This design comes from an exercise in tuning for small area and a short achievable clock period on the open sky130 flow, not from production work. RTL that was checked went through simulation tests only; none was proved equivalent to the original. The RTL of run 2 was laid out without a check of its function. Power figures rest on the tool's default switching activity, not on a simulated workload.

==> flow/design.v, too long to show whole: its modules and the start of the top module <==
// module fpm: 3121 lines
// module fadd: 4 lines
// module bsel: 5 lines
// module ao22: 3 lines
// module hadd: 4 lines
module fpm(
    input [32:1] a,
    input [32:1] b,
    input clk,
    input rst,
    input in_valid,
    output [32:1] c,
    output out_valid
    );
  // ...
==> flow/run.sh <==
#!/bin/bash
# synth_recipe.tcl (not shown) runs the flow's synth.tcl, then flattens the netlist and writes it again
# the make line also repeats each setting of config.mk as NAME=value (left out here)
make -C /OpenROAD-flow-scripts/flow DESIGN_CONFIG=/design/flow/config.mk WORK_HOME=/design/flow/orfs CLKGATE_MAP_FILE= SYNTH_SCRIPT=/design/flow/synth_recipe.tcl finish
==> flow/config.mk <==
export PLATFORM = sky130hd
export DESIGN_NAME = fpm
export DESIGN_NICKNAME = fpm
export VERILOG_FILES = /design/flow/design.v
export SDC_FILE = /design/flow/constraint.sdc
export NUM_CORES = 4
export LEC_CHECK = 0
export CAP_MARGIN = 50
export CORE_MARGIN = 2
export CORE_UTILIZATION = 60
export SETUP_SLACK_MARGIN = 2.7
export SLEW_MARGIN = 70
export SYNTH_HIERARCHICAL = 1
export SYNTH_MINIMUM_KEEP_SIZE = 0
export TNS_END_PERCENT = 0
==> flow/constraint.sdc <==
create_clock -name core_clock -period 5.0 [get_ports {clk}]
set_input_delay 1.0000 -clock core_clock [delete_from_list [all_inputs] [get_ports {clk}]]
set_output_delay 1.0000 -clock core_clock [all_outputs]
set_load 0.01 [all_outputs]
==> flow_metrics.tcl, run 1 <==
set metrics [dict create \
    outcome "no timing/DRC/antenna violations" \
    yosysWarnings 7 \
    r2r_cells 9 \
    vias_per_cell 6.123 \
    tapCellCount 461 \
    nNetsFinal 2539 \
    num-multi-input-gates 1349 \
    wl_met2_microns 28440 \
    clock_power_mw 2.92 \
    clkbuf_count 62 \
    hold_start "q2_w_S0_3" \
    synth_common_cells "dfxtp_1 (387), xor2_1 (285), a22o_1 (264), fa_1 (252), ha_1 (111)" \
    met3_usage 0.08575 \
    p_comb_frac 0.481 \
    mostFrequentLayoutCell "dfxtp_1" \
    ys_types 46 \
    clk_pin_slew_worst_paths_ns 0.06 \
    stdcell_count 2600 \
    cp.required_ns 5.45 \
    synth_seq_cells 387 \
    pre_cts_ws_ns 0.9848 \
    track_usage 0.3304 \
    seq_cells 387 \
    place_congestion 0.8738 \
    p_comb_mw 7.54 \
    p_int_mw 9.912 \
    synth_edf_count 0 \
    synthXorXnorAreaFrac 0.1299 \
]
==> run 2: changes to the inputs <==
--- a/flow/design.v
+++ b/flow/design.v
@@ -2,23 +2,23 @@
     input [32:1] a,
     input [32:1] b,
     input clk,
     input rst,
     input in_valid,
     output [32:1] c,
     output out_valid
     );
-reg [3:0] vld;
+reg [2:0] vld;
 always @(posedge clk)
     if (!rst)
         vld <= 0;
     else
-        vld <= {vld[2:0], in_valid};
-assign out_valid = vld[3];
+        vld <= {vld[1:0], in_valid};
+assign out_valid = vld[2];
 wire one1;
 wire two2;
 wire neg3;
 wire bp4;
 wire bp5;
 wire bp6;
 wire bp7;
 wire bp8;
@@ -1398,105 +1398,78 @@
 reg q1_s559;
 reg q1_s573;
 reg q1_s575;
 reg q1_c556;
 reg q1_c558;
 reg q1_c560;
 reg q1_s577;
 reg q1_s579;
-reg q2_c566;
-reg q2_s587;
 reg q1_s595;
 reg q1_s597;
 reg q1_c578;
 reg q1_c580;
 reg q1_s599;
 reg q1_s601;
-reg q2_c588;
-reg q2_s609;
 reg q1_c600;
 reg q1_c602;
 reg q1_s621;
 reg q1_s623;
 reg q1_s625;
-reg q2_s629;
-reg q2_c610;
-reg q2_s631;
 reg q1_s641;
 reg q1_s643;
 reg q1_c622;
 reg q1_c624;
 reg q1_c626;
 reg q1_s645;
 reg q1_s647;
-reg q2_c632;
-reg q2_s655;
 reg q1_s665;
 reg q1_s667;
 reg q1_c646;
 reg q1_c648;
 reg q1_s669;
 reg q1_s671;
-reg q2_c656;
-reg q2_s679;
 reg q1_c670;
 reg q1_c672;
 reg q1_s691;
 reg q1_s693;
 reg q1_s695;
-reg q2_s699;
-reg q2_c680;
-reg q2_s701;
 reg q1_s709;
 reg q1_s711;
 reg q1_c692;
 reg q1_c694;
 reg q1_c696;
 reg q1_s713;
 reg q1_s715;
-reg q2_c702;
-reg q2_s723;
 reg q1_s733;
 reg q1_c714;
 reg q1_c716;
 reg q1_s735;
 reg q1_s737;
-reg q2_s741;
-reg q2_c724;
-reg q2_s743;
 reg q1_s749;
 reg q1_s751;
 reg q1_c734;
 reg q1_s753;
 reg q1_c736;
 reg q1_c738;
 reg q1_s755;
-reg q2_c744;
-reg q2_s763;
 reg q1_s771;
 reg q1_c754;
 reg q1_c756;
 reg q1_s773;
 reg q1_s775;
-reg q2_s779;
-reg q2_c764;
-reg q2_s781;
 reg q1_s789;
 reg q1_c774;
 reg q1_c776;
 reg q1_s791;
 reg q1_s793;
 reg q1_c792;
 reg q1_c794;
 reg q1_s809;
 reg q1_s811;
-reg q2_c798;
-reg q2_s815;
-reg q2_c800;
 reg q1_c810;
 reg q1_c812;
 reg q1_s825;
 reg q1_s827;
 reg q1_s837;
 reg q1_s839;
 reg q1_c826;
 reg q1_c828;
@@ -1532,182 +1505,121 @@
 reg q1_c926;
 reg q1_s931;
 reg q1_o930;
 reg q1_s935;
 reg q1_c932;
 reg q1_s363;
 reg q1_s365;
 reg q1_s369;
-reg q2_c528;
-reg q2_s547;
-reg q2_c548;
-reg q2_s567;
-reg q2_c568;
+reg q2_c590;
+reg q2_s611;
+reg q2_c612;
+reg q2_s633;
+reg q2_c634;
+reg q2_s657;
+reg q2_c658;
+reg q2_s681;
+reg q2_c682;
+reg q2_s703;
+reg q2_c704;
+reg q2_s725;
+reg q2_c726;
+reg q2_s745;
+reg q2_c746;
+reg q2_s765;
+reg q2_c766;
+reg q2_s783;
+reg q2_c784;
 reg q2_s801;
 reg q2_c802;
+reg q2_s817;
+reg q2_c818;
 reg q2_s833;
+reg q2_c834;
+reg q2_s847;
+reg q2_c848;
+reg q2_s861;
+reg q2_c862;
+reg q2_s873;
+reg q2_c874;
+reg q2_s885;
+reg q2_c886;
+reg q2_s895;
+reg q2_c896;
+reg q2_s905;
+reg q2_c906;
+reg q2_s913;
+reg q2_c914;
+reg q2_s921;
+reg q2_c922;
+reg q2_s927;
+reg q2_c928;
+reg q2_s933;
+reg q2_c934;
+reg q2_s937;
+reg q2_c938;
 reg q1_s941;
+reg q2_s941;
+reg q1_c942;
+reg q2_c942;
+reg q1_x943;
+reg q2_x943;
 reg q1_g953;
 reg q1_pp954;
 reg q1_g951;
 reg q1_pp952;
-reg q2_g981;
-reg q2_pp982;
-reg q2_g979;
-reg q2_pp980;
-reg q2_g1013;
-reg q2_pp1014;
-reg q2_g1017;
-reg q2_pp1018;
-reg q2_g1015;
-reg q2_pp1016;
-reg q2_g1021;
-reg q2_pp1022;
-reg q2_g1019;
-reg q2_pp1020;
-reg q1_g1037;
-reg q1_pp1038;
-reg q2_G1053;
-reg q2_P1054;
-reg q2_G1051;
-reg q2_P1052;
+reg q2_g985;
+reg q2_pp986;
+reg q2_g983;
+reg q2_pp984;
+reg q2_g987;
+reg q2_pp988;
+reg q2_G1057;
+reg q2_P1058;
 reg q2_G1055;
 reg q2_P1056;
-reg q2_g1027;
-reg q2_pp1028;
-reg q2_G1079;
-reg q2_P1080;
-reg q2_G1081;
-reg q2_P1082;
 reg q1_G1089;
 reg q1_P1090;
-reg q2_G1099;
-reg q2_P1100;
+reg q2_G1101;
+reg q2_P1102;
 reg q2_G1097;
-reg q2_P1098;
-reg q2_g1031;
-reg q2_pp1032;
-reg q2_G1083;
-reg q2_P1084;
-reg q2_G1131;
-reg q2_P1132;
-reg q2_G1133;
-reg q2_P1134;
-reg q2_G1143;
-reg q2_P1144;
+reg q2_G1147;
+reg q2_P1148;
 reg q2_G1141;
-reg q2_G1145;
-reg q2_P1146;
+reg q2_P1150;
 reg q2_P1142;
-reg q2_g1023;
-reg q2_pp1024;
 reg q2_g975;
 reg q2_pp976;
-reg q3_g1007;
-reg q3_pp1008;
-reg q3_G1261;
-reg q3_G1071;
-reg q3_P1072;
-reg q3_G1119;
-reg q3_P1120;
-reg q3_G1121;
-reg q3_P1122;
-reg q3_G1167;
-reg q3_P1168;
-reg q3_G1169;
-reg q3_P1170;
-reg q3_G1171;
-reg q3_P1172;
-reg q3_G1173;
-reg q3_P1174;
-reg q3_G1215;
-reg q3_P1216;
-reg q3_G1217;
-reg q3_P1218;
-reg q3_G1219;
-reg q3_P1220;
-reg q3_G1221;
-reg q3_P1222;
-reg q3_G1223;
-reg q3_P1224;
-reg q3_G1225;
-reg q3_P1226;
-reg q3_G1227;
-reg q3_P1228;
-reg q3_G1229;
-reg q3_P1230;
-reg q3_pp1002;
-reg q3_G1255;
-reg q3_pp1004;
-reg q3_G1257;
-reg q3_pp1006;
-reg q3_G1259;
-reg q3_pp1010;
-reg q3_pp1012;
-reg q3_pp1014;
-reg q3_pp1016;
-reg q3_pp1018;
-reg q3_pp1020;
-reg q3_pp1022;
-reg q3_pp1024;
-reg q2_pp1026;
-reg q3_pp1026;
-reg q3_pp1028;
-reg q2_pp1030;
-reg q3_pp1030;
-reg q3_pp1032;
-reg q2_pp1034;
-reg q3_pp1034;
-reg q2_pp1036;
-reg q3_pp1036;
-reg q2_pp1038;
-reg q3_pp1038;
+reg q2_G1103;
+reg q2_P1104;
 reg q1_w_S0_0;
 reg q2_w_S0_0;
-reg q3_w_S0_0;
 reg q1_w_S0_1;
 reg q2_w_S0_1;
-reg q3_w_S0_1;
 reg q1_w_S0_2;
 reg q2_w_S0_2;
-reg q3_w_S0_2;
 reg q1_w_S0_3;
 reg q2_w_S0_3;
-reg q3_w_S0_3;
 reg q1_w_S0_4;
 reg q2_w_S0_4;
-reg q3_w_S0_4;
 reg q1_w_S0_5;
 reg q2_w_S0_5;
-reg q3_w_S0_5;
 reg q1_w_S0_6;
 reg q2_w_S0_6;
-reg q3_w_S0_6;
 reg q1_w_S0_7;
 reg q2_w_S0_7;
-reg q3_w_S0_7;
 reg q1_w_S0_8;
 reg q2_w_S0_8;
-reg q3_w_S0_8;
 reg q1_w_fz;
 reg q2_w_fz;
-reg q3_w_fz;
 reg q1_w_e255;
 reg q2_w_e255;
-reg q3_w_e255;
 reg q1_w_sgn;
 reg q2_w_sgn;
-reg q3_w_sgn;
-reg q3_P1295;
-reg q3_P1296;
-reg q3_P1297;
-reg q3_P1298;
-reg q3_P1299;
-reg q3_P1300;
 reg [31:0] q_c;
 assign one1 = b[1] ^ 1'b0;
 assign two2 = (b[2] & ~b[1] & ~1'b0) | (~b[2] & b[1] & 1'b0);
 assign neg3 = b[2];
 assign bp4 = ((one1 & a[1]) | (two2 & 1'b0)) ^ neg3;
 bsel u_bp5 (one1, two2, neg3, a[2], a[1], bp5);
 bsel u_bp6 (one1, two2, neg3, a[3], a[2], bp6);
 bsel u_bp7 (one1, two2, neg3, a[4], a[3], bp7);
@@ -2167,118 +2079,118 @@
 fadd u_s573 (bp161, bp188, bp215, s573, c574);
 fadd u_s575 (bp242, bp269, bp296, s575, c576);
 fadd u_s577 (bp323, c550, c552, s577, c578);
 fadd u_s579 (c554, s569, s571, s579, c580);
 fadd u_s581 (q1_s573, q1_s575, q1_c556, s581, c582);
 fadd u_s583 (q1_c558, q1_c560, q1_s577, s583, c584);
 fadd u_s585 (q1_s579, c562, s581, s585, c586);
 fadd u_s587 (s583, c564, s585, s587, c588);
-hadd u_s589 (q2_c566, q2_s587, s589, c590);
+hadd u_s589 (c566, s587, s589, c590);
 fadd u_s591 (bp27, bp54, bp81, s591, c592);
 fadd u_s593 (bp108, bp135, bp162, s593, c594);
 fadd u_s595 (bp189, bp216, bp243, s595, c596);
 fadd u_s597 (bp270, bp297, bp324, s597, c598);
 fadd u_s599 (c570, c572, c574, s599, c600);
 fadd u_s601 (c576, s591, s593, s601, c602);
 fadd u_s603 (q1_s595, q1_s597, q1_c578, s603, c604);
 fadd u_s605 (q1_c580, q1_s599, q1_s601, s605, c606);
 fadd u_s607 (c582, c584, s603, s607, c608);
 fadd u_s609 (s605, c586, s607, s609, c610);
-hadd u_s611 (q2_c588, q2_s609, s611, c612);
+hadd u_s611 (c588, s609, s611, c612);
 fadd u_s613 (a[1], bp28, bp55, s613, c614);
 fadd u_s615 (bp82, bp109, bp136, s615, c616);
 fadd u_s617 (bp163, bp190, bp217, s617, c618);
 fadd u_s619 (bp244, bp271, bp298, s619, c620);
 fadd u_s621 (bp325, c592, c594, s621, c622);
 fadd u_s623 (c596, c598, s613, s623, c624);
 fadd u_s625 (s615, s617, s619, s625, c626);
 fadd u_s627 (q1_c600, q1_c602, q1_s621, s627, c628);
 fadd u_s629 (q1_s623, q1_s625, c604, s629, c630);
 fadd u_s631 (c606, s627, c608, s631, c632);
-fadd u_s633 (q2_s629, q2_c610, q2_s631, s633, c634);
+fadd u_s633 (s629, c610, s631, s633, c634);
 assign x635 = ~(a[2] ^ nn29);
 assign o636 = a[2] | nn29;
 fadd u_s637 (x635, bp56, bp83, s637, c638);
 fadd u_s639 (bp110, bp137, bp164, s639, c640);
 fadd u_s641 (bp191, bp218, bp245, s641, c642);
 fadd u_s643 (bp272, bp299, bp326, s643, c644);
 fadd u_s645 (c614, c616, c618, s645, c646);
 fadd u_s647 (c620, s637, s639, s647, c648);
 fadd u_s649 (q1_s641, q1_s643, q1_c622, s649, c650);
 fadd u_s651 (q1_c624, q1_c626, q1_s645, s651, c652);
 fadd u_s653 (q1_s647, c628, s649, s653, c654);
 fadd u_s655 (s651, c630, s653, s655, c656);
-hadd u_s657 (q2_c632, q2_s655, s657, c658);
+hadd u_s657 (c632, s655, s657, c658);
 assign x659 = ~(a[3] ^ o636);
 assign o660 = a[3] | o636;
 fadd u_s661 (bp57, bp84, bp111, s661, c662);
 fadd u_s663 (bp138, bp165, bp192, s663, c664);
 fadd u_s665 (bp219, bp246, bp273, s665, c666);
 fadd u_s667 (bp300, bp327, x659, s667, c668);
 fadd u_s669 (c638, c640, c642, s669, c670);
 fadd u_s671 (c644, s661, s663, s671, c672);
 fadd u_s673 (q1_s665, q1_s667, q1_c646, s673, c674);
 fadd u_s675 (q1_c648, q1_s669, q1_s671, s675, c676);
 fadd u_s677 (c650, c652, s673, s677, c678);
 fadd u_s679 (s675, c654, s677, s679, c680);
-hadd u_s681 (q2_c656, q2_s679, s681, c682);
+hadd u_s681 (c656, s679, s681, c682);
 fadd u_s683 (a[4], nn58, bp85, s683, c684);
 fadd u_s685 (bp112, bp139, bp166, s685, c686);
 fadd u_s687 (bp193, bp220, bp247, s687, c688);
 fadd u_s689 (bp274, bp301, bp328, s689, c690);
 fadd u_s691 (o660, c662, c664, s691, c692);
 fadd u_s693 (c666, c668, s683, s693, c694);
 fadd u_s695 (s685, s687, s689, s695, c696);
 fadd u_s697 (q1_c670, q1_c672, q1_s691, s697, c698);
 fadd u_s699 (q1_s693, q1_s695, c674, s699, c700);
 fadd u_s701 (c676, s697, c678, s701, c702);
-fadd u_s703 (q2_s699, q2_c680, q2_s701, s703, c704);
+fadd u_s703 (s699, c680, s701, s703, c704);
 assign x705 = ~(a[5] ^ bp86);
 assign o706 = a[5] | bp86;
 fadd u_s707 (bp113, bp140, bp167, s707, c708);
 fadd u_s709 (bp194, bp221, bp248, s709, c710);
 fadd u_s711 (bp275, bp302, bp329, s711, c712);
 fadd u_s713 (x705, c684, c686, s713, c714);
 fadd u_s715 (c688, c690, s707, s715, c716);
 fadd u_s717 (q1_s709, q1_s711, q1_c692, s717, c718);
 fadd u_s719 (q1_c694, q1_c696, q1_s713, s719, c720);
 fadd u_s721 (q1_s715, c698, s717, s721, c722);
 fadd u_s723 (s719, c700, s721, s723, c724);
-hadd u_s725 (q2_c702, q2_s723, s725, c726);
+hadd u_s725 (c702, s723, s725, c726);
 fadd u_s727 (a[6], nn87, bp114, s727, c728);
 fadd u_s729 (bp141, bp168, bp195, s729, c730);
 fadd u_s731 (bp222, bp249, bp276, s731, c732);
 fadd u_s733 (bp303, bp330, o706, s733, c734);
 fadd u_s735 (c708, c710, c712, s735, c736);
 fadd u_s737 (s727, s729, s731, s737, c738);
 fadd u_s739 (q1_s733, q1_c714, q1_c716, s739, c740);
 fadd u_s741 (q1_s735, q1_s737, c718, s741, c742);
 fadd u_s743 (c720, s739, c722, s743, c744);
-fadd u_s745 (q2_s741, q2_c724, q2_s743, s745, c746);
+fadd u_s745 (s741, c724, s743, s745, c746);
 assign x747 = ~(a[7] ^ bp115);
 assign o748 = a[7] | bp115;
 fadd u_s749 (bp142, bp169, bp196, s749, c750);
 fadd u_s751 (bp223, bp250, bp277, s751, c752);
 fadd u_s753 (bp304, bp331, x747, s753, c754);
 fadd u_s755 (c728, c730, c732, s755, c756);
 fadd u_s757 (q1_s749, q1_s751, q1_c734, s757, c758);
 fadd u_s759 (q1_s753, q1_c736, q1_c738, s759, c760);
 fadd u_s761 (q1_s755, c740, s757, s761, c762);
 fadd u_s763 (s759, c742, s761, s763, c764);
-hadd u_s765 (q2_c744, q2_s763, s765, c766);
+hadd u_s765 (c744, s763, s765, c766);
 fadd u_s767 (a[8], nn116, bp143, s767, c768);
 fadd u_s769 (bp170, bp197, bp224, s769, c770);
 fadd u_s771 (bp251, bp278, bp305, s771, c772);
 fadd u_s773 (bp332, o748, c750, s773, c774);
 fadd u_s775 (c752, s767, s769, s775, c776);
 fadd u_s777 (q1_s771, q1_c754, q1_c756, s777, c778);
 fadd u_s779 (q1_s773, q1_s775, c758, s779, c780);
 fadd u_s781 (c760, s777, c762, s781, c782);
-fadd u_s783 (q2_s779, q2_c764, q2_s781, s783, c784);
+fadd u_s783 (s779, c764, s781, s783, c784);
 assign x785 = ~(a[9] ^ bp144);
 assign o786 = a[9] | bp144;
 fadd u_s787 (bp171, bp198, bp225, s787, c788);
 fadd u_s789 (bp252, bp279, bp306, s789, c790);
 fadd u_s791 (bp333, x785, c768, s791, c792);
 fadd u_s793 (c770, c772, s787, s793, c794);
 fadd u_s795 (q1_s789, q1_c774, q1_c776, s795, c796);
 fadd u_s797 (q1_s791, q1_s793, c778, s797, c798);
@@ -2286,17 +2198,17 @@
 hadd u_s801 (c782, s799, s801, c802);
 fadd u_s803 (a[10], nn145, bp172, s803, c804);
 fadd u_s805 (bp199, bp226, bp253, s805, c806);
 fadd u_s807 (bp280, bp307, bp334, s807, c808);
 fadd u_s809 (o786, c788, c790, s809, c810);
 fadd u_s811 (s803, s805, s807, s811, c812);
 fadd u_s813 (q1_c792, q1_c794, q1_s809, s813, c814);
 fadd u_s815 (q1_s811, c796, s813, s815, c816);
-fadd u_s817 (q2_c798, q2_s815, q2_c800, s817, c818);
+fadd u_s817 (c798, s815, c800, s817, c818);
 assign x819 = ~(a[11] ^ bp173);
 assign o820 = a[11] | bp173;
 fadd u_s821 (bp200, bp227, bp254, s821, c822);
 fadd u_s823 (bp281, bp308, bp335, s823, c824);
 fadd u_s825 (x819, c804, c806, s825, c826);
 fadd u_s827 (c808, s821, s823, s827, c828);
 fadd u_s829 (q1_c810, q1_c812, q1_s825, s829, c830);
 fadd u_s831 (q1_s827, c814, s829, s831, c832);
@@ -2396,72 +2308,72 @@
 assign g975 = c460 & s475;
 assign pp976 = c460 ^ s475;
 assign g977 = c476 & s491;
 assign pp978 = c476 ^ s491;
 assign g979 = c492 & s509;
 assign pp980 = c492 ^ s509;
 assign g981 = s525 & s527;
 assign pp982 = s525 ^ s527;
-assign g983 = q2_c528 & q2_s547;
-assign pp984 = q2_c528 ^ q2_s547;
-assign g985 = q2_c548 & q2_s567;
-assign pp986 = q2_c548 ^ q2_s567;
-assign g987 = q2_c568 & s589;
-assign pp988 = q2_c568 ^ s589;
-assign g989 = c590 & s611;
-assign pp990 = c590 ^ s611;
-assign g991 = c612 & s633;
-assign pp992 = c612 ^ s633;
-assign g993 = c634 & s657;
-assign pp994 = c634 ^ s657;
-assign g995 = c658 & s681;
-assign pp996 = c658 ^ s681;
-assign g997 = c682 & s703;
-assign pp998 = c682 ^ s703;
-assign g999 = c704 & s725;
-assign pp1000 = c704 ^ s725;
-assign g1001 = c726 & s745;
-assign pp1002 = c726 ^ s745;
-assign g1003 = c746 & s765;
-assign pp1004 = c746 ^ s765;
-assign g1005 = c766 & s783;
-assign pp1006 = c766 ^ s783;
-assign g1007 = c784 & q2_s801;
-assign pp1008 = c784 ^ q2_s801;
-assign g1009 = q2_c802 & s817;
-assign pp1010 = q2_c802 ^ s817;
-assign g1011 = c818 & q2_s833;
-assign pp1012 = c818 ^ q2_s833;
-assign g1013 = c834 & s847;
-assign pp1014 = c834 ^ s847;
-assign g1015 = c848 & s861;
-assign pp1016 = c848 ^ s861;
-assign g1017 = c862 & s873;
-assign pp1018 = c862 ^ s873;
-assign g1019 = c874 & s885;
-assign pp1020 = c874 ^ s885;
-assign g1021 = c886 & s895;
-assign pp1022 = c886 ^ s895;
-assign g1023 = c896 & s905;
-assign pp1024 = c896 ^ s905;
-assign g1025 = c906 & s913;
-assign pp1026 = c906 ^ s913;
-assign g1027 = c914 & s921;
-assign pp1028 = c914 ^ s921;
-assign g1029 = c922 & s927;
-assign pp1030 = c922 ^ s927;
-assign g1031 = c928 & s933;
-assign pp1032 = c928 ^ s933;
-assign g1033 = c934 & s937;
-assign pp1034 = c934 ^ s937;
-assign g1035 = c938 & q1_s941;
-assign pp1036 = c938 ^ q1_s941;
-assign g1037 = c942 & x943;
-assign pp1038 = c942 ^ x943;
+assign g983 = c528 & s547;
+assign pp984 = c528 ^ s547;
+assign g985 = c548 & s567;
+assign pp986 = c548 ^ s567;
+assign g987 = c568 & s589;
+assign pp988 = c568 ^ s589;
+assign g989 = q2_c590 & q2_s611;
+assign pp990 = q2_c590 ^ q2_s611;
+assign g991 = q2_c612 & q2_s633;
+assign pp992 = q2_c612 ^ q2_s633;
+assign g993 = q2_c634 & q2_s657;
+assign pp994 = q2_c634 ^ q2_s657;
+assign g995 = q2_c658 & q2_s681;
+assign pp996 = q2_c658 ^ q2_s681;
+assign g997 = q2_c682 & q2_s703;
+assign pp998 = q2_c682 ^ q2_s703;
+assign g999 = q2_c704 & q2_s725;
+assign pp1000 = q2_c704 ^ q2_s725;
+assign g1001 = q2_c726 & q2_s745;
+assign pp1002 = q2_c726 ^ q2_s745;
+assign g1003 = q2_c746 & q2_s765;
+assign pp1004 = q2_c746 ^ q2_s765;
+assign g1005 = q2_c766 & q2_s783;
+assign pp1006 = q2_c766 ^ q2_s783;
+assign g1007 = q2_c784 & q2_s801;
+assign pp1008 = q2_c784 ^ q2_s801;
+assign g1009 = q2_c802 & q2_s817;
+assign pp1010 = q2_c802 ^ q2_s817;
+assign g1011 = q2_c818 & q2_s833;
+assign pp1012 = q2_c818 ^ q2_s833;
+assign g1013 = q2_c834 & q2_s847;
+assign pp1014 = q2_c834 ^ q2_s847;
+assign g1015 = q2_c848 & q2_s861;
+assign pp1016 = q2_c848 ^ q2_s861;
+assign g1017 = q2_c862 & q2_s873;
+assign pp1018 = q2_c862 ^ q2_s873;
+assign g1019 = q2_c874 & q2_s885;
+assign pp1020 = q2_c874 ^ q2_s885;
+assign g1021 = q2_c886 & q2_s895;
+assign pp1022 = q2_c886 ^ q2_s895;
+assign g1023 = q2_c896 & q2_s905;
+assign pp1024 = q2_c896 ^ q2_s905;
+assign g1025 = q2_c906 & q2_s913;
+assign pp1026 = q2_c906 ^ q2_s913;
+assign g1027 = q2_c914 & q2_s921;
+assign pp1028 = q2_c914 ^ q2_s921;
+assign g1029 = q2_c922 & q2_s927;
+assign pp1030 = q2_c922 ^ q2_s927;
+assign g1031 = q2_c928 & q2_s933;
+assign pp1032 = q2_c928 ^ q2_s933;
+assign g1033 = q2_c934 & q2_s937;
+assign pp1034 = q2_c934 ^ q2_s937;
+assign g1035 = q2_c938 & q2_s941;
+assign pp1036 = q2_c938 ^ q2_s941;
+assign g1037 = q2_c942 & q2_x943;
+assign pp1038 = q2_c942 ^ q2_x943;
 assign G1039 = 1'b0 | (bp5 & g945);
 assign P1040 = bp5 & pp946;
 assign G1041 = g949 | (pp950 & g947);
 assign P1042 = pp950 & pp948;
 assign G1043 = q1_g953 | (q1_pp954 & q1_g951);
 assign P1044 = q1_pp954 & q1_pp952;
 assign G1045 = g957 | (pp958 & g955);
 assign P1046 = pp958 & pp956;
@@ -2470,196 +2382,196 @@
 assign G1049 = g965 | (pp966 & g963);
 assign P1050 = pp966 & pp964;
 assign G1051 = g969 | (pp970 & g967);
 assign P1052 = pp970 & pp968;
 assign G1053 = g973 | (pp974 & g971);
 assign P1054 = pp974 & pp972;
 assign G1055 = g977 | (pp978 & g975);
 assign P1056 = pp978 & pp976;
-assign G1057 = q2_g981 | (q2_pp982 & q2_g979);
-assign P1058 = q2_pp982 & q2_pp980;
-assign G1059 = g985 | (pp986 & g983);
-assign P1060 = pp986 & pp984;
-assign G1061 = g989 | (pp990 & g987);
-assign P1062 = pp990 & pp988;
+assign G1057 = g981 | (pp982 & g979);
+assign P1058 = pp982 & pp980;
+assign G1059 = q2_g985 | (q2_pp986 & q2_g983);
+assign P1060 = q2_pp986 & q2_pp984;
+assign G1061 = g989 | (pp990 & q2_g987);
+assign P1062 = pp990 & q2_pp988;
 assign G1063 = g993 | (pp994 & g991);
 assign P1064 = pp994 & pp992;
 assign G1065 = g997 | (pp998 & g995);
 assign P1066 = pp998 & pp996;
 assign G1067 = g1001 | (pp1002 & g999);
 assign P1068 = pp1002 & pp1000;
 assign G1069 = g1005 | (pp1006 & g1003);
 assign P1070 = pp1006 & pp1004;
 assign G1071 = g1009 | (pp1010 & g1007);
 assign P1072 = pp1010 & pp1008;
-assign G1073 = q2_g1013 | (q2_pp1014 & g1011);
-assign P1074 = q2_pp1014 & pp1012;
-assign G1075 = q2_g1017 | (q2_pp1018 & q2_g1015);
-assign P1076 = q2_pp1018 & q2_pp1016;
-assign G1077 = q2_g1021 | (q2_pp1022 & q2_g1019);
-assign P1078 = q2_pp1022 & q2_pp1020;
+assign G1073 = g1013 | (pp1014 & g1011);
+assign P1074 = pp1014 & pp1012;
+assign G1075 = g1017 | (pp1018 & g1015);
+assign P1076 = pp1018 & pp1016;
+assign G1077 = g1021 | (pp1022 & g1019);
+assign P1078 = pp1022 & pp1020;
 assign G1079 = g1025 | (pp1026 & g1023);
 assign P1080 = pp1026 & pp1024;
 assign G1081 = g1029 | (pp1030 & g1027);
 assign P1082 = pp1030 & pp1028;
 assign G1083 = g1033 | (pp1034 & g1031);
 assign P1084 = pp1034 & pp1032;
-assign G1085 = q1_g1037 | (q1_pp1038 & g1035);
-assign P1086 = q1_pp1038 & pp1036;
+assign G1085 = g1037 | (pp1038 & g1035);
+assign P1086 = pp1038 & pp1036;
 assign G1087 = g947 | (pp948 & G1039);
 assign P1088 = pp948 & P1040;
 assign G1089 = G1041 | (P1042 & G1039);
 assign P1090 = P1042 & P1040;
 assign G1091 = g955 | (pp956 & G1043);
 assign P1092 = pp956 & P1044;
 assign G1093 = G1045 | (P1046 & G1043);
 assign P1094 = P1046 & P1044;
 assign G1095 = g963 | (pp964 & G1047);
 assign P1096 = pp964 & P1048;
 assign G1097 = G1049 | (P1050 & G1047);
 assign P1098 = P1050 & P1048;
 assign G1099 = g971 | (pp972 & G1051);
 assign P1100 = pp972 & P1052;
-assign G1101 = q2_G1053 | (q2_P1054 & q2_G1051);
-assign P1102 = q2_P1054 & q2_P1052;
-assign G1103 = q2_g979 | (q2_pp980 & q2_G1055);
-assign P1104 = q2_pp980 & q2_P1056;
-assign G1105 = G1057 | (P1058 & q2_G1055);
-assign P1106 = P1058 & q2_P1056;
-assign G1107 = g987 | (pp988 & G1059);
-assign P1108 = pp988 & P1060;
+assign G1101 = G1053 | (P1054 & G1051);
+assign P1102 = P1054 & P1052;
+assign G1103 = g979 | (pp980 & G1055);
+assign P1104 = pp980 & P1056;
+assign G1105 = q2_G1057 | (q2_P1058 & q2_G1055);
+assign P1106 = q2_P1058 & q2_P1056;
+assign G1107 = q2_g987 | (q2_pp988 & G1059);
+assign P1108 = q2_pp988 & P1060;
 assign G1109 = G1061 | (P1062 & G1059);
 assign P1110 = P1062 & P1060;
 assign G1111 = g995 | (pp996 & G1063);
 assign P1112 = pp996 & P1064;
 assign G1113 = G1065 | (P1066 & G1063);
 assign P1114 = P1066 & P1064;
 assign G1115 = g1003 | (pp1004 & G1067);
 assign P1116 = pp1004 & P1068;
 assign G1117 = G1069 | (P1070 & G1067);
 assign P1118 = P1070 & P1068;
 assign G1119 = g1011 | (pp1012 & G1071);
 assign P1120 = pp1012 & P1072;
 assign G1121 = G1073 | (P1074 & G1071);
 assign P1122 = P1074 & P1072;
-assign G1123 = q2_g1019 | (q2_pp1020 & G1075);
-assign P1124 = q2_pp1020 & P1076;
+assign G1123 = g1019 | (pp1020 & G1075);
+assign P1124 = pp1020 & P1076;
 assign G1125 = G1077 | (P1078 & G1075);
 assign P1126 = P1078 & P1076;
-assign G1127 = q2_g1027 | (q2_pp1028 & q2_G1079);
-assign P1128 = q2_pp1028 & q2_P1080;
-assign G1129 = q2_G1081 | (q2_P1082 & q2_G1079);
-assign P1130 = q2_P1082 & q2_P1080;
+assign G1127 = g1027 | (pp1028 & G1079);
+assign P1128 = pp1028 & P1080;
+assign G1129 = G1081 | (P1082 & G1079);
+assign P1130 = P1082 & P1080;
 assign G1131 = g1035 | (pp1036 & G1083);
 assign P1132 = pp1036 & P1084;
 assign G1133 = G1085 | (P1086 & G1083);
 assign P1134 = P1086 & P1084;
 assign G1135 = q1_g951 | (q1_pp952 & q1_G1089);
 assign P1136 = pp952 & P1090;
 assign G1137 = G1043 | (P1044 & q1_G1089);
 assign P1138 = P1044 & q1_P1090;
 assign G1139 = G1091 | (P1092 & q1_G1089);
 assign P1140 = P1092 & q1_P1090;
 assign G1141 = G1093 | (P1094 & q1_G1089);
 assign P1142 = P1094 & q1_P1090;
 assign G1143 = g967 | (pp968 & G1097);
 assign P1144 = pp968 & P1098;
 assign G1145 = G1051 | (P1052 & G1097);
 assign P1146 = P1052 & P1098;
-assign G1147 = q2_G1099 | (q2_P1100 & q2_G1097);
-assign P1148 = q2_P1100 & q2_P1098;
-assign G1149 = G1101 | (P1102 & q2_G1097);
-assign P1150 = P1102 & q2_P1098;
-assign G1151 = g983 | (pp984 & G1105);
-assign P1152 = pp984 & P1106;
+assign G1147 = G1099 | (P1100 & G1097);
+assign P1148 = P1100 & P1098;
+assign G1149 = q2_G1101 | (q2_P1102 & q2_G1097);
+assign P1150 = P1102 & P1098;
+assign G1151 = q2_g983 | (q2_pp984 & G1105);
+assign P1152 = q2_pp984 & P1106;
 assign G1153 = G1059 | (P1060 & G1105);
 assign P1154 = P1060 & P1106;
 assign G1155 = G1107 | (P1108 & G1105);
 assign P1156 = P1108 & P1106;
 assign G1157 = G1109 | (P1110 & G1105);
 assign P1158 = P1110 & P1106;
 assign G1159 = g999 | (pp1000 & G1113);
 assign P1160 = pp1000 & P1114;
 assign G1161 = G1067 | (P1068 & G1113);
 assign P1162 = P1068 & P1114;
 assign G1163 = G1115 | (P1116 & G1113);
 assign P1164 = P1116 & P1114;
 assign G1165 = G1117 | (P1118 & G1113);
 assign P1166 = P1118 & P1114;
-assign G1167 = q2_g1015 | (q2_pp1016 & G1121);
-assign P1168 = q2_pp1016 & P1122;
+assign G1167 = g1015 | (pp1016 & G1121);
+assign P1168 = pp1016 & P1122;
 assign G1169 = G1075 | (P1076 & G1121);
 assign P1170 = P1076 & P1122;
 assign G1171 = G1123 | (P1124 & G1121);
 assign P1172 = P1124 & P1122;
 assign G1173 = G1125 | (P1126 & G1121);
 assign P1174 = P1126 & P1122;
-assign G1175 = q2_g1031 | (q2_pp1032 & G1129);
-assign P1176 = q2_pp1032 & P1130;
-assign G1177 = q2_G1083 | (q2_P1084 & G1129);
-assign P1178 = q2_P1084 & P1130;
-assign G1179 = q2_G1131 | (q2_P1132 & G1129);
-assign P1180 = q2_P1132 & P1130;
-assign G1181 = q2_G1133 | (q2_P1134 & G1129);
-assign P1182 = q2_P1134 & P1130;
+assign G1175 = g1031 | (pp1032 & G1129);
+assign P1176 = pp1032 & P1130;
+assign G1177 = G1083 | (P1084 & G1129);
+assign P1178 = P1084 & P1130;
+assign G1179 = G1131 | (P1132 & G1129);
+assign P1180 = P1132 & P1130;
+assign G1181 = G1133 | (P1134 & G1129);
+assign P1182 = P1134 & P1130;
 assign G1183 = g959 | (pp960 & G1141);
 assign P1184 = pp960 & P1142;
 assign G1185 = G1047 | (P1048 & G1141);
 assign P1186 = P1048 & P1142;
 assign G1187 = G1095 | (P1096 & G1141);
 assign P1188 = P1096 & P1142;
 assign G1189 = G1097 | (P1098 & G1141);
 assign P1190 = P1098 & P1142;
-assign G1191 = q2_G1143 | (q2_P1144 & q2_G1141);
+assign G1191 = G1143 | (P1144 & G1141);
 assign P1192 = P1144 & P1142;
-assign G1193 = q2_G1145 | (q2_P1146 & q2_G1141);
+assign G1193 = G1145 | (P1146 & G1141);
 assign P1194 = P1146 & P1142;
-assign G1195 = G1147 | (P1148 & q2_G1141);
-assign P1196 = P1148 & q2_P1142;
-assign G1197 = G1149 | (P1150 & q2_G1141);
-assign P1198 = P1150 & q2_P1142;
+assign G1195 = q2_G1147 | (q2_P1148 & q2_G1141);
+assign P1196 = P1148 & P1142;
+assign G1197 = G1149 | (q2_P1150 & q2_G1141);
+assign P1198 = q2_P1150 & q2_P1142;
 assign G1199 = g991 | (pp992 & G1157);
 assign P1200 = pp992 & P1158;
 assign G1201 = G1063 | (P1064 & G1157);
 assign P1202 = P1064 & P1158;
 assign G1203 = G1111 | (P1112 & G1157);
 assign P1204 = P1112 & P1158;
 assign G1205 = G1113 | (P1114 & G1157);
 assign P1206 = P1114 & P1158;
 assign G1207 = G1159 | (P1160 & G1157);
 assign P1208 = P1160 & P1158;
 assign G1209 = G1161 | (P1162 & G1157);
 assign P1210 = P1162 & P1158;
 assign G1211 = G1163 | (P1164 & G1157);
 assign P1212 = P1164 & P1158;
 assign G1213 = G1165 | (P1166 & G1157);
 assign P1214 = P1166 & P1158;
-assign G1215 = q2_g1023 | (q2_pp1024 & G1173);
-assign P1216 = q2_pp1024 & P1174;
-assign G1217 = q2_G1079 | (q2_P1080 & G1173);
-assign P1218 = q2_P1080 & P1174;
+assign G1215 = g1023 | (pp1024 & G1173);
+assign P1216 = pp1024 & P1174;
+assign G1217 = G1079 | (P1080 & G1173);
+assign P1218 = P1080 & P1174;
 assign G1219 = G1127 | (P1128 & G1173);
 assign P1220 = P1128 & P1174;
 assign G1221 = G1129 | (P1130 & G1173);
 assign P1222 = P1130 & P1174;
 assign G1223 = G1175 | (P1176 & G1173);
 assign P1224 = P1176 & P1174;
 assign G1225 = G1177 | (P1178 & G1173);
 assign P1226 = P1178 & P1174;
 assign G1227 = G1179 | (P1180 & G1173);
 assign P1228 = P1180 & P1174;
 assign G1229 = G1181 | (P1182 & G1173);
 assign P1230 = P1182 & P1174;
 assign G1231 = q2_g975 | (q2_pp976 & G1197);
 assign P1232 = q2_pp976 & P1198;
 assign G1233 = q2_G1055 | (q2_P1056 & G1197);
 assign P1234 = q2_P1056 & P1198;
-assign G1235 = G1103 | (P1104 & G1197);
-assign P1236 = P1104 & P1198;
+assign G1235 = q2_G1103 | (q2_P1104 & G1197);
+assign P1236 = q2_P1104 & P1198;
 assign G1237 = G1105 | (P1106 & G1197);
 assign P1238 = P1106 & P1198;
 assign G1239 = G1151 | (P1152 & G1197);
 assign P1240 = P1152 & P1198;
 assign G1241 = G1153 | (P1154 & G1197);
 assign P1242 = P1154 & P1198;
 assign G1243 = G1155 | (P1156 & G1197);
 assign P1244 = P1156 & P1198;
@@ -2676,83 +2588,85 @@
 assign G1255 = G1207 | (P1208 & G1197);
 assign P1256 = P1208 & P1198;
 assign G1257 = G1209 | (P1210 & G1197);
 assign P1258 = P1210 & P1198;
 assign G1259 = G1211 | (P1212 & G1197);
 assign P1260 = P1212 & P1198;
 assign G1261 = G1213 | (P1214 & G1197);
 assign P1262 = P1214 & P1198;
-assign G1263 = q3_g1007 | (q3_pp1008 & q3_G1261);
+assign G1263 = g1007 | (pp1008 & G1261);
 assign P1264 = pp1008 & P1262;
-assign G1265 = q3_G1071 | (q3_P1072 & q3_G1261);
+assign G1265 = G1071 | (P1072 & G1261);
 assign P1266 = P1072 & P1262;
-assign G1267 = q3_G1119 | (q3_P1120 & q3_G1261);
+assign G1267 = G1119 | (P1120 & G1261);
 assign P1268 = P1120 & P1262;
-assign G1269 = q3_G1121 | (q3_P1122 & q3_G1261);
+assign G1269 = G1121 | (P1122 & G1261);
 assign P1270 = P1122 & P1262;
-assign G1271 = q3_G1167 | (q3_P1168 & q3_G1261);
+assign G1271 = G1167 | (P1168 & G1261);
 assign P1272 = P1168 & P1262;
-assign G1273 = q3_G1169 | (q3_P1170 & q3_G1261);
+assign G1273 = G1169 | (P1170 & G1261);
 assign P1274 = P1170 & P1262;
-assign G1275 = q3_G1171 | (q3_P1172 & q3_G1261);
+assign G1275 = G1171 | (P1172 & G1261);
 assign P1276 = P1172 & P1262;
-assign G1277 = q3_G1173 | (q3_P1174 & q3_G1261);
+assign G1277 = G1173 | (P1174 & G1261);
 assign P1278 = P1174 & P1262;
-assign G1279 = q3_G1215 | (q3_P1216 & q3_G1261);
+assign G1279 = G1215 | (P1216 & G1261);
 assign P1280 = P1216 & P1262;
-assign G1281 = q3_G1217 | (q3_P1218 & q3_G1261);
+assign G1281 = G1217 | (P1218 & G1261);
 assign P1282 = P1218 & P1262;
-assign G1283 = q3_G1219 | (q3_P1220 & q3_G1261);
+assign G1283 = G1219 | (P1220 & G1261);
 assign P1284 = P1220 & P1262;
-assign G1285 = q3_G1221 | (q3_P1222 & q3_G1261);
+assign G1285 = G1221 | (P1222 & G1261);
 assign P1286 = P1222 & P1262;
-assign G1287 = q3_G1223 | (q3_P1224 & q3_G1261);
+assign G1287 = G1223 | (P1224 & G1261);
 assign P1288 = P1224 & P1262;
-assign G1289 = q3_G1225 | (q3_P1226 & q3_G1261);
+assign G1289 = G1225 | (P1226 & G1261);
 assign P1290 = P1226 & P1262;
-assign G1291 = q3_G1227 | (q3_P1228 & q3_G1261);
+assign G1291 = G1227 | (P1228 & G1261);
 assign P1292 = P1228 & P1262;
-assign G1293 = q3_G1229 | (q3_P1230 & q3_G1261);
+assign G1293 = G1229 | (P1230 & G1261);
 assign P1294 = P1230 & P1262;
 assign P1295 = pp990 ^ G1243;
 assign P1296 = pp992 ^ G1245;
 assign P1297 = pp994 ^ G1247;
 assign P1298 = pp996 ^ G1249;
 assign P1299 = pp998 ^ G1251;
 assign P1300 = pp1000 ^ G1253;
-assign P1301 = q3_pp1002 ^ q3_G1255;
-assign P1302 = q3_pp1004 ^ q3_G1257;
-assign P1303 = q3_pp1006 ^ q3_G1259;
-assign P1304 = q3_pp1008 ^ q3_G1261;
-assign P1305 = q3_pp1010 ^ G1263;
-assign P1306 = q3_pp1012 ^ G1265;
-assign P1307 = q3_pp1014 ^ G1267;
-assign P1308 = q3_pp1016 ^ G1269;
-assign P1309 = q3_pp1018 ^ G1271;
-assign P1310 = q3_pp1020 ^ G1273;
-assign P1311 = q3_pp1022 ^ G1275;
-assign P1312 = q3_pp1024 ^ G1277;
-assign P1313 = q3_pp1026 ^ G1279;
-assign P1314 = q3_pp1028 ^ G1281;
-assign P1315 = q3_pp1030 ^ G1283;
-assign P1316 = q3_pp1032 ^ G1285;
-assign P1317 = q3_pp1034 ^ G1287;
-assign P1318 = q3_pp1036 ^ G1289;
-assign P1319 = q3_pp1038 ^ G1291;
+assign P1301 = pp1002 ^ G1255;
+assign P1302 = pp1004 ^ G1257;
+assign P1303 = pp1006 ^ G1259;
+assign P1304 = pp1008 ^ G1261;
+assign P1305 = pp1010 ^ G1263;
+assign P1306 = pp1012 ^ G1265;
+assign P1307 = pp1014 ^ G1267;
+assign P1308 = pp1016 ^ G1269;
+assign P1309 = pp1018 ^ G1271;
+assign P1310 = pp1020 ^ G1273;
+assign P1311 = pp1022 ^ G1275;
+assign P1312 = pp1024 ^ G1277;
+assign P1313 = pp1026 ^ G1279;
+assign P1314 = pp1028 ^ G1281;
+assign P1315 = pp1030 ^ G1283;
+assign P1316 = pp1032 ^ G1285;
+assign P1317 = pp1034 ^ G1287;
+assign P1318 = pp1036 ^ G1289;
+assign P1319 = pp1038 ^ G1291;
 assign w_sgn = a[32] ^ b[32];
 assign w_fz = (a[31:1] == 31'd0) | (b[31:1] == 31'd0) | (((a[31:24] == 8'hff) | (b[31:24] == 8'hff)) & (a[23:1] == 23'd0) & (b[23:1] == 23'd0));
 assign w_e255 = ((a[31:24] == 8'hff) | (b[31:24] == 8'hff)) & (a[31:1] != 31'd0) & (b[31:1] != 31'd0);
 assign w_S0 = {1'b0, a[31:24]} + {1'b0, b[31:24]} + 9'd385;
-wire [8:0] o_S0 = {q3_w_S0_8, q3_w_S0_7, q3_w_S0_6, q3_w_S0_5, q3_w_S0_4, q3_w_S0_3, q3_w_S0_2, q3_w_S0_1, q3_w_S0_0};
-wire [8:0] o_E = o_S0 + {8'd0, P1319};
-wire [22:0] o_F = P1319 ? {P1318, P1317, P1316, P1315, P1314, P1313, P1312, P1311, P1310, P1309, P1308, P1307, P1306, P1305, P1304, P1303, P1302, P1301, q3_P1300, q3_P1299, q3_P1298, q3_P1297, q3_P1296} : {P1317, P1316, P1315, P1314, P1313, P1312, P1311, P1310, P1309, P1308, P1307, P1306, P1305, P1304, P1303, P1302, P1301, q3_P1300, q3_P1299, q3_P1298, q3_P1297, q3_P1296, q3_P1295};
-wire [22:0] o_frac = q3_w_fz ? 23'd0 : q3_w_e255 ? (P1319 ? 23'h001000 : 23'h002000) : o_F;
-wire [7:0] o_exp = (q3_w_fz & ~q3_w_e255) ? 8'h00 : ((q3_w_e255 | o_E[8]) ? 8'hff : o_E[7:0]);
-wire [31:0] o_c = {q3_w_sgn, o_exp, o_frac};
+wire [8:0] o_S0 = {q2_w_S0_8, q2_w_S0_7, q2_w_S0_6, q2_w_S0_5, q2_w_S0_4, q2_w_S0_3, q2_w_S0_2, q2_w_S0_1, q2_w_S0_0};
+wire [8:0] o_E1 = o_S0 + 9'd1;
+wire [7:0] o_x0 = (q2_w_e255 | o_S0[8]) ? 8'hff : o_S0[7:0];
+wire [7:0] o_x1 = (q2_w_e255 | o_E1[8]) ? 8'hff : o_E1[7:0];
+wire [22:0] o_F = P1319 ? {P1318, P1317, P1316, P1315, P1314, P1313, P1312, P1311, P1310, P1309, P1308, P1307, P1306, P1305, P1304, P1303, P1302, P1301, P1300, P1299, P1298, P1297, P1296} : {P1317, P1316, P1315, P1314, P1313, P1312, P1311, P1310, P1309, P1308, P1307, P1306, P1305, P1304, P1303, P1302, P1301, P1300, P1299, P1298, P1297, P1296, P1295};
+wire [22:0] o_frac = q2_w_fz ? 23'd0 : q2_w_e255 ? (P1319 ? 23'h001000 : 23'h002000) : o_F;
+wire [7:0] o_exp = (q2_w_fz & ~q2_w_e255) ? 8'h00 : (P1319 ? o_x1 : o_x0);
+wire [31:0] o_c = {q2_w_sgn, o_exp, o_frac};
 always @(posedge clk) begin
     q1_c364 <= c364;
     q1_c366 <= c366;
     q1_c370 <= c370;
     q1_s377 <= s377;
     q1_c376 <= c376;
     q1_s381 <= s381;
     q1_c378 <= c378;
@@ -2810,105 +2724,78 @@
     q1_s559 <= s559;
     q1_s573 <= s573;
     q1_s575 <= s575;
     q1_c556 <= c556;
     q1_c558 <= c558;
     q1_c560 <= c560;
     q1_s577 <= s577;
     q1_s579 <= s579;
-    q2_c566 <= c566;
-    q2_s587 <= s587;
     q1_s595 <= s595;
     q1_s597 <= s597;
     q1_c578 <= c578;
     q1_c580 <= c580;
     q1_s599 <= s599;
     q1_s601 <= s601;
-    q2_c588 <= c588;
-    q2_s609 <= s609;
     q1_c600 <= c600;
     q1_c602 <= c602;
     q1_s621 <= s621;
     q1_s623 <= s623;
     q1_s625 <= s625;
-    q2_s629 <= s629;
-    q2_c610 <= c610;
-    q2_s631 <= s631;
     q1_s641 <= s641;
     q1_s643 <= s643;
     q1_c622 <= c622;
     q1_c624 <= c624;
     q1_c626 <= c626;
     q1_s645 <= s645;
     q1_s647 <= s647;
-    q2_c632 <= c632;
-    q2_s655 <= s655;
     q1_s665 <= s665;
     q1_s667 <= s667;
     q1_c646 <= c646;
     q1_c648 <= c648;
     q1_s669 <= s669;
     q1_s671 <= s671;
-    q2_c656 <= c656;
-    q2_s679 <= s679;
     q1_c670 <= c670;
     q1_c672 <= c672;
     q1_s691 <= s691;
     q1_s693 <= s693;
     q1_s695 <= s695;
-    q2_s699 <= s699;
-    q2_c680 <= c680;
-    q2_s701 <= s701;
     q1_s709 <= s709;
     q1_s711 <= s711;
     q1_c692 <= c692;
     q1_c694 <= c694;
     q1_c696 <= c696;
     q1_s713 <= s713;
     q1_s715 <= s715;
-    q2_c702 <= c702;
-    q2_s723 <= s723;
     q1_s733 <= s733;
     q1_c714 <= c714;
     q1_c716 <= c716;
     q1_s735 <= s735;
     q1_s737 <= s737;
-    q2_s741 <= s741;
-    q2_c724 <= c724;
-    q2_s743 <= s743;
     q1_s749 <= s749;
     q1_s751 <= s751;
     q1_c734 <= c734;
     q1_s753 <= s753;
     q1_c736 <= c736;
     q1_c738 <= c738;
     q1_s755 <= s755;
-    q2_c744 <= c744;
-    q2_s763 <= s763;
     q1_s771 <= s771;
     q1_c754 <= c754;
     q1_c756 <= c756;
     q1_s773 <= s773;
     q1_s775 <= s775;
-    q2_s779 <= s779;
-    q2_c764 <= c764;
-    q2_s781 <= s781;
     q1_s789 <= s789;
     q1_c774 <= c774;
     q1_c776 <= c776;
     q1_s791 <= s791;
     q1_s793 <= s793;
     q1_c792 <= c792;
     q1_c794 <= c794;
     q1_s809 <= s809;
     q1_s811 <= s811;
-    q2_c798 <= c798;
-    q2_s815 <= s815;
-    q2_c800 <= c800;
     q1_c810 <= c810;
     q1_c812 <= c812;
     q1_s825 <= s825;
     q1_s827 <= s827;
     q1_s837 <= s837;
     q1_s839 <= s839;
     q1_c826 <= c826;
     q1_c828 <= c828;
@@ -2944,182 +2831,121 @@
     q1_c926 <= c926;
     q1_s931 <= s931;
     q1_o930 <= o930;
     q1_s935 <= s935;
     q1_c932 <= c932;
     q1_s363 <= s363;
     q1_s365 <= s365;
     q1_s369 <= s369;
-    q2_c528 <= c528;
-    q2_s547 <= s547;
-    q2_c548 <= c548;
-    q2_s567 <= s567;
-    q2_c568 <= c568;
+    q2_c590 <= c590;
+    q2_s611 <= s611;
+    q2_c612 <= c612;
+    q2_s633 <= s633;
+    q2_c634 <= c634;
+    q2_s657 <= s657;
+    q2_c658 <= c658;
+    q2_s681 <= s681;
+    q2_c682 <= c682;
+    q2_s703 <= s703;
+    q2_c704 <= c704;
+    q2_s725 <= s725;
+    q2_c726 <= c726;
+    q2_s745 <= s745;
+    q2_c746 <= c746;
+    q2_s765 <= s765;
+    q2_c766 <= c766;
+    q2_s783 <= s783;
+    q2_c784 <= c784;
     q2_s801 <= s801;
     q2_c802 <= c802;
+    q2_s817 <= s817;
+    q2_c818 <= c818;
     q2_s833 <= s833;
+    q2_c834 <= c834;
+    q2_s847 <= s847;
+    q2_c848 <= c848;
+    q2_s861 <= s861;
+    q2_c862 <= c862;
+    q2_s873 <= s873;
+    q2_c874 <= c874;
+    q2_s885 <= s885;
+    q2_c886 <= c886;
+    q2_s895 <= s895;
+    q2_c896 <= c896;
+    q2_s905 <= s905;
+    q2_c906 <= c906;
+    q2_s913 <= s913;
+    q2_c914 <= c914;
+    q2_s921 <= s921;
+    q2_c922 <= c922;
+    q2_s927 <= s927;
+    q2_c928 <= c928;
+    q2_s933 <= s933;
+    q2_c934 <= c934;
+    q2_s937 <= s937;
+    q2_c938 <= c938;
     q1_s941 <= s941;
+    q2_s941 <= q1_s941;
+    q1_c942 <= c942;
+    q2_c942 <= q1_c942;
+    q1_x943 <= x943;
+    q2_x943 <= q1_x943;
     q1_g953 <= g953;
     q1_pp954 <= pp954;
     q1_g951 <= g951;
     q1_pp952 <= pp952;
-    q2_g981 <= g981;
-    q2_pp982 <= pp982;
-    q2_g979 <= g979;
-    q2_pp980 <= pp980;
-    q2_g1013 <= g1013;
-    q2_pp1014 <= pp1014;
-    q2_g1017 <= g1017;
-    q2_pp1018 <= pp1018;
-    q2_g1015 <= g1015;
-    q2_pp1016 <= pp1016;
-    q2_g1021 <= g1021;
-    q2_pp1022 <= pp1022;
-    q2_g1019 <= g1019;
-    q2_pp1020 <= pp1020;
-    q1_g1037 <= g1037;
-    q1_pp1038 <= pp1038;
-    q2_G1053 <= G1053;
-    q2_P1054 <= P1054;
-    q2_G1051 <= G1051;
-    q2_P1052 <= P1052;
+    q2_g985 <= g985;
+    q2_pp986 <= pp986;
+    q2_g983 <= g983;
+    q2_pp984 <= pp984;
+    q2_g987 <= g987;
+    q2_pp988 <= pp988;
+    q2_G1057 <= G1057;
+    q2_P1058 <= P1058;
     q2_G1055 <= G1055;
     q2_P1056 <= P1056;
-    q2_g1027 <= g1027;
-    q2_pp1028 <= pp1028;
-    q2_G1079 <= G1079;
-    q2_P1080 <= P1080;
-    q2_G1081 <= G1081;
-    q2_P1082 <= P1082;
     q1_G1089 <= G1089;
     q1_P1090 <= P1090;
-    q2_G1099 <= G1099;
-    q2_P1100 <= P1100;
+    q2_G1101 <= G1101;
+    q2_P1102 <= P1102;
     q2_G1097 <= G1097;
-    q2_P1098 <= P1098;
-    q2_g1031 <= g1031;
-    q2_pp1032 <= pp1032;
-    q2_G1083 <= G1083;
-    q2_P1084 <= P1084;
-    q2_G1131 <= G1131;
-    q2_P1132 <= P1132;
-    q2_G1133 <= G1133;
-    q2_P1134 <= P1134;
-    q2_G1143 <= G1143;
-    q2_P1144 <= P1144;
+    q2_G1147 <= G1147;
+    q2_P1148 <= P1148;
     q2_G1141 <= G1141;
-    q2_G1145 <= G1145;
-    q2_P1146 <= P1146;
+    q2_P1150 <= P1150;
     q2_P1142 <= P1142;
-    q2_g1023 <= g1023;
-    q2_pp1024 <= pp1024;
     q2_g975 <= g975;
     q2_pp976 <= pp976;
-    q3_g1007 <= g1007;
-    q3_pp1008 <= pp1008;
-    q3_G1261 <= G1261;
-    q3_G1071 <= G1071;
-    q3_P1072 <= P1072;
-    q3_G1119 <= G1119;
-    q3_P1120 <= P1120;
-    q3_G1121 <= G1121;
-    q3_P1122 <= P1122;
-    q3_G1167 <= G1167;
-    q3_P1168 <= P1168;
-    q3_G1169 <= G1169;
-    q3_P1170 <= P1170;
-    q3_G1171 <= G1171;
-    q3_P1172 <= P1172;
-    q3_G1173 <= G1173;
-    q3_P1174 <= P1174;
-    q3_G1215 <= G1215;
-    q3_P1216 <= P1216;
-    q3_G1217 <= G1217;
-    q3_P1218 <= P1218;
-    q3_G1219 <= G1219;
-    q3_P1220 <= P1220;
-    q3_G1221 <= G1221;
-    q3_P1222 <= P1222;
-    q3_G1223 <= G1223;
-    q3_P1224 <= P1224;
-    q3_G1225 <= G1225;
-    q3_P1226 <= P1226;
-    q3_G1227 <= G1227;
-    q3_P1228 <= P1228;
-    q3_G1229 <= G1229;
-    q3_P1230 <= P1230;
-    q3_pp1002 <= pp1002;
-    q3_G1255 <= G1255;
-    q3_pp1004 <= pp1004;
-    q3_G1257 <= G1257;
-    q3_pp1006 <= pp1006;
-    q3_G1259 <= G1259;
-    q3_pp1010 <= pp1010;
-    q3_pp1012 <= pp1012;
-    q3_pp1014 <= q2_pp1014;
-    q3_pp1016 <= q2_pp1016;
-    q3_pp1018 <= q2_pp1018;
-    q3_pp1020 <= q2_pp1020;
-    q3_pp1022 <= q2_pp1022;
-    q3_pp1024 <= q2_pp1024;
-    q2_pp1026 <= pp1026;
-    q3_pp1026 <= q2_pp1026;
-    q3_pp1028 <= q2_pp1028;
-    q2_pp1030 <= pp1030;
-    q3_pp1030 <= q2_pp1030;
-    q3_pp1032 <= q2_pp1032;
-    q2_pp1034 <= pp1034;
-    q3_pp1034 <= q2_pp1034;
-    q2_pp1036 <= pp1036;
-    q3_pp1036 <= q2_pp1036;
-    q2_pp1038 <= q1_pp1038;
-    q3_pp1038 <= q2_pp1038;
+    q2_G1103 <= G1103;
+    q2_P1104 <= P1104;
     q1_w_S0_0 <= w_S0[0];
     q2_w_S0_0 <= q1_w_S0_0;
-    q3_w_S0_0 <= q2_w_S0_0;
     q1_w_S0_1 <= w_S0[1];
     q2_w_S0_1 <= q1_w_S0_1;
-    q3_w_S0_1 <= q2_w_S0_1;
     q1_w_S0_2 <= w_S0[2];
     q2_w_S0_2 <= q1_w_S0_2;
-    q3_w_S0_2 <= q2_w_S0_2;
     q1_w_S0_3 <= w_S0[3];
     q2_w_S0_3 <= q1_w_S0_3;
-    q3_w_S0_3 <= q2_w_S0_3;
     q1_w_S0_4 <= w_S0[4];
     q2_w_S0_4 <= q1_w_S0_4;
-    q3_w_S0_4 <= q2_w_S0_4;
     q1_w_S0_5 <= w_S0[5];
     q2_w_S0_5 <= q1_w_S0_5;
-    q3_w_S0_5 <= q2_w_S0_5;
     q1_w_S0_6 <= w_S0[6];
     q2_w_S0_6 <= q1_w_S0_6;
-    q3_w_S0_6 <= q2_w_S0_6;
     q1_w_S0_7 <= w_S0[7];
     q2_w_S0_7 <= q1_w_S0_7;
-    q3_w_S0_7 <= q2_w_S0_7;
     q1_w_S0_8 <= w_S0[8];
     q2_w_S0_8 <= q1_w_S0_8;
-    q3_w_S0_8 <= q2_w_S0_8;
     q1_w_fz <= w_fz;
     q2_w_fz <= q1_w_fz;
-    q3_w_fz <= q2_w_fz;
     q1_w_e255 <= w_e255;
     q2_w_e255 <= q1_w_e255;
-    q3_w_e255 <= q2_w_e255;
     q1_w_sgn <= w_sgn;
     q2_w_sgn <= q1_w_sgn;
-    q3_w_sgn <= q2_w_sgn;
-    q3_P1295 <= P1295;
-    q3_P1296 <= P1296;
-    q3_P1297 <= P1297;
-    q3_P1298 <= P1298;
-    q3_P1299 <= P1299;
-    q3_P1300 <= P1300;
     q_c <= o_c;
 end
 assign c = q_c;
 endmodule
 module fadd(input x, input y, input z, output s, output co);
 assign s = x ^ y ^ z;
 assign co = (x & y) | (x & z) | (y & z);
 endmodule
==> flow/flow/run.sh (new file) <==
#!/bin/bash
set -euo pipefail
export BUFFER_PORTS_ARGS="-buffer_cell sky130_fd_sc_hd__buf_2"
bash standard.sh > standard.log 2>&1
==> flow/standard.sh (new file) <==
#!/bin/bash
# synth_recipe.tcl (not shown) runs the flow's synth.tcl, then flattens the netlist and writes it again
# the make line also repeats each setting of config.mk as NAME=value (left out here)
make -C /OpenROAD-flow-scripts/flow DESIGN_CONFIG=/design/flow/config.mk WORK_HOME=/design/flow/orfs CLKGATE_MAP_FILE= SYNTH_SCRIPT=/design/flow/synth_recipe.tcl "${@:-finish}"
removed: flow/run.sh
==> run 2 against run 1 <==
Compared with the run above:
- still clean
- maximum frequency down 6.2%
- sequential share of layout area down 4.2 points
- synthesized area down 5.5%
- clock power down 9.6%
- hold slack worse by 0.0038 ns
- die area down 5.4%
- final cell count down 3.7%
- first-iteration DRC count up 10%
- global-route usage up 2.3 points
==> flow_metrics.tcl, run 2 <==
set metrics [dict create \
    end_kind "register" \
    grt_use_met2 0.5639 \
    crit_path_frequent_cell "fa_1" \
    path_buf_inv 2 \
    nFillCells 2309 \
    routed_wl_microns 61860 \
    hold_path.class "register to register" \
    cts_buffers 35 \
    grt_pass1_wl_microns 95740 \
    post_drt_wl_per_cell_microns 24.71 \
    synth_common_cells "dfxtp_1 (305), xor2_1 (281), a22o_1 (264), fa_1 (253), ha_1 (109)" \
    drt-pass1-iter-count 9 \
    r2r_cells 11 \
    insertion_delay_ns 0.53 \
    mostFrequentLayoutCell "dfxtp_1" \
    slowest_stage "fa_1" \
    clkSinkCount 305 \
    vias 15780 \
    placed_area_sq_um 22570 \
    core_area_sq_um 33530 \
    critical_path_class "input pin to register" \
    antenna_left 0 \
    placement_rows 67 \
    crit_family "adder cells" \
    cellPowerDensity_nw_per_um2 674.7 \
    met3_usage 0.08195 \
    drt_iter0_markers 1502 \
    cts_hold_buf 0 \
    hold_slack_ns 0.3202 \
    place_congestion 0.8916 \
    worstPathArrival_ns 3.20 \
    drc_errors 0 \
    use_met1 0.4638 \
    syn-cell-area_sq_um 20460 \
    crit_fanout 7 \
    synth_flop_cell "dfxtp_1" \
    nNetsFinal 2457 \
    slew_headroom 0.6558 \
    start_util 0.6101 \
    outcome "no timing/DRC/antenna violations" \
    rrSetupSlack_ns 2.21 \
    syn_area_per_cell_sq_um 11.58 \
    clock-root-buffer "clkbuf_16" \
    grt_max_degree 28 \
    grt_pass1_vias 16530 \
    timing.final.max_slew_violations 0 \
    cp-start-kind "input pin" \
    cts_buffer_depth 3 \
    final_util 0.7480 \
    die-area_sq_um 35590 \
    htreeDepth 2 \
    max_freq_mhz 355.9 \
    chipHeight_microns 188.7 \
    setup_tns_ns 0 \
    cap_violations 0 \
    async_reset_ff_frac 0 \
    synth_top_area_frac 0.2985 \
    crit_path_cell_trace "buf_2, nand2b_4, o21ai_4, buf_4, a22o_1, xor2_1, fa_1, fa_1" \
    dieWidth_microns 188.7 \
    fin_worst_skew_ns 0.01951 \
    min_period_over_period 0.5619 \
    cp.required_ns 5.39 \
    synth_area_leader_cell "dfxtp_1" \
    cpPeakStageDelay_ns 0.51 \
    grt_remaining_overflow 0 \
    synth_edf_count 0 \
    track_usage 0.3536 \
    post-synth-top-count-cell "dfxtp_1" \
    top_regs "q_c x32, vld x3" \
    ir_drop_mv 0.5007 \
    path_depth 8 \
    ys_types 66 \
    synthCells 1766 \
    largest_register_ffs 32 \
    busiest_layer "met2" \
    vias_per_cell 6.303 \
    setup_ws_ns 2.190 \
    clk_pin_slew_worst_paths_ns 0.06 \
    hold_viol_final 0 \
    hpwlAfterDp_microns 42320 \
    fin_crit_ns 2.810 \
    tritoncts "done" \
    pre_cts_ws_ns 1.165 \
    min_path_cells 0 \
    ioPinCount 100 \
    registers.top_by_ff_count "q_c" \
    antenna_found_initial 5 \
    setup_viol 0 \
    yosysWarnings 7 \
    finalInstanceArea_sq_um 25080 \
    layout_common_cells "dfxtp_1 (300), a22o_1 (264), xor2_1 (263)" \
    synth_area_leaders "dfxtp_1 (30%), fa_1 (25%), xor2_1 (12%)" \
    synth_seq_cells 305 \
    rsz0062_at_grt "true" \
    io_buffers 99 \
    p_leak_nw 10.90 \
    area_growth_syn_to_layout_pct 22.61 \
    drive_above_1_share 0.2045 \
    tightestPinTransition_ns 0.5152 \
    synth_seq_area_share 0.2985 \
]
-- run 2: kinds of logic after synthesis --
| family | Yosys count | synth area share |
|---|---|---|
| AOI/OAI and AO/OA | 433 | 0.1692 |
| xor gates and xnor gates | 313 | 0.1347 |
| adders and majority gates | 363 | 0.3147 |
| buffers and inverters | 92 | 0.01804 |
| DFF | 305 | 0.2985 |
| muxes | 4 | 0.002018 |
| other | 1 | 0.0001833 |
| and+or+nand+nor | 255 | 0.06263 |
-- run 2: what timing repair did --
| action | in CTS | in global routing |
|---|---|---|
| pin swaps | 39 | 17 |
| endpoints found under the hold margin | 0 | 0 |
| endpoints found under the setup margin | 230 | 214 |
| gates resized for setup | 132 | 22 |
| buffers inserted | 50 | 9 |
| gates cloned | 6 | 0 |
-- run 2: layout make-up --
| class | instances | area, sq um | area share |
|---|---|---|---|
| multi-input cells | 1391 | 14970 | 0.5968 |
| flip-flops and latches | 305 | 6112 | 0.2437 |
| repair buffers | 234 | 2008 | 0.08007 |
| clock buffers | 46 | 967.2 | 0.03856 |
| well taps | 448 | 560.5 | 0.02235 |
| inverters | 61 | 236.5 | 0.009428 |
| clock inverters | 17 | 226.5 | 0.009029 |
| diodes | 1 | 2.502 | 0.00009977 |
-- run 2: final timing paths --
check | startpoint | endpoint
worst max register to register | q2_c746 | q_c[19]
worst min register to register | q1_w_S0_8 | q2_w_S0_8
worst max-delay path | b[7] | q1_s539
worst min-delay path | q1_w_S0_8 | q2_w_S0_8
-- run 2: stage by stage --
stage	power, mW	instances
after floorplan	9.989	1788
after detailed placement	13.24	2374
after global placement	12.76	2319
final	16.92	2503
after CTS	16.61	2493
after global routing	18.37	2502
-- run 2: per-module statistics from Yosys (local to each module, per instance) --
module | copies in the design | flip-flops and latches
bsel | 264 | 0
fadd | 251 | 0
ao22 | 264 | 0
hadd | 34 | 0
fpm | 1 | 305
-- run 2: power breakdown --
group	switching (mW)	leakage [nW]	total (mW)	internal (mW)
registers	0.533	2.57	4.21	3.67
clock network	1.05	0.579	2.64	1.59
logic	5.38	7.75	10.1	4.69
-- run 2: per-layer routing --
metal	part of all wire	up-vias
met1	0.39	7757
li1	-	6795
met4	0.047	4
met3	0.11	244
met5	0.00037	-
met2	0.46	976

[port drivers added, routing unchanged]
The flow's constraints put no driver on any port. The routed layouts listed below were extracted and timed again, unchanged, in two steps.
Step 1 (the two cells are an assumption about what drives the block):
set clk [get_ports {clk}]
set_driving_cell -lib_cell sky130_fd_sc_hd__clkbuf_16 $clk
set_driving_cell -lib_cell sky130_fd_sc_hd__buf_2 [delete_from_list [all_inputs] $clk]
Step 2 moves the port delays by t, midway between the first and last clock arrival at a register: inputs arrive t later, outputs are due t later. That takes back most of the time a late clock gives input paths.
a / b / c = no drivers / after step 1 / after step 2; a / b = the first two.
| run | t (ns) | slack for setup (ns) | worst hold slack (ns) | worst setup path after step 2 | slew at the worst register clock pin (ns) |
|---|---|---|---|---|---|
| run 1 | 0.621 | 2.365 / 2.286 / 1.666 | 0.324 / 0.324 / 0.324 | input to register | 0.06 / 0.06 |
| run 2 | 0.579 | 2.190 / 2.112 / 1.533 | 0.320 / 0.320 / 0.320 | input to register | 0.06 / 0.06 |
After both steps setup and hold are still met in every run listed. The setup slack of run 1, which loses most, moves by -0.079 ns with the drivers and by -0.699 ns with both steps.
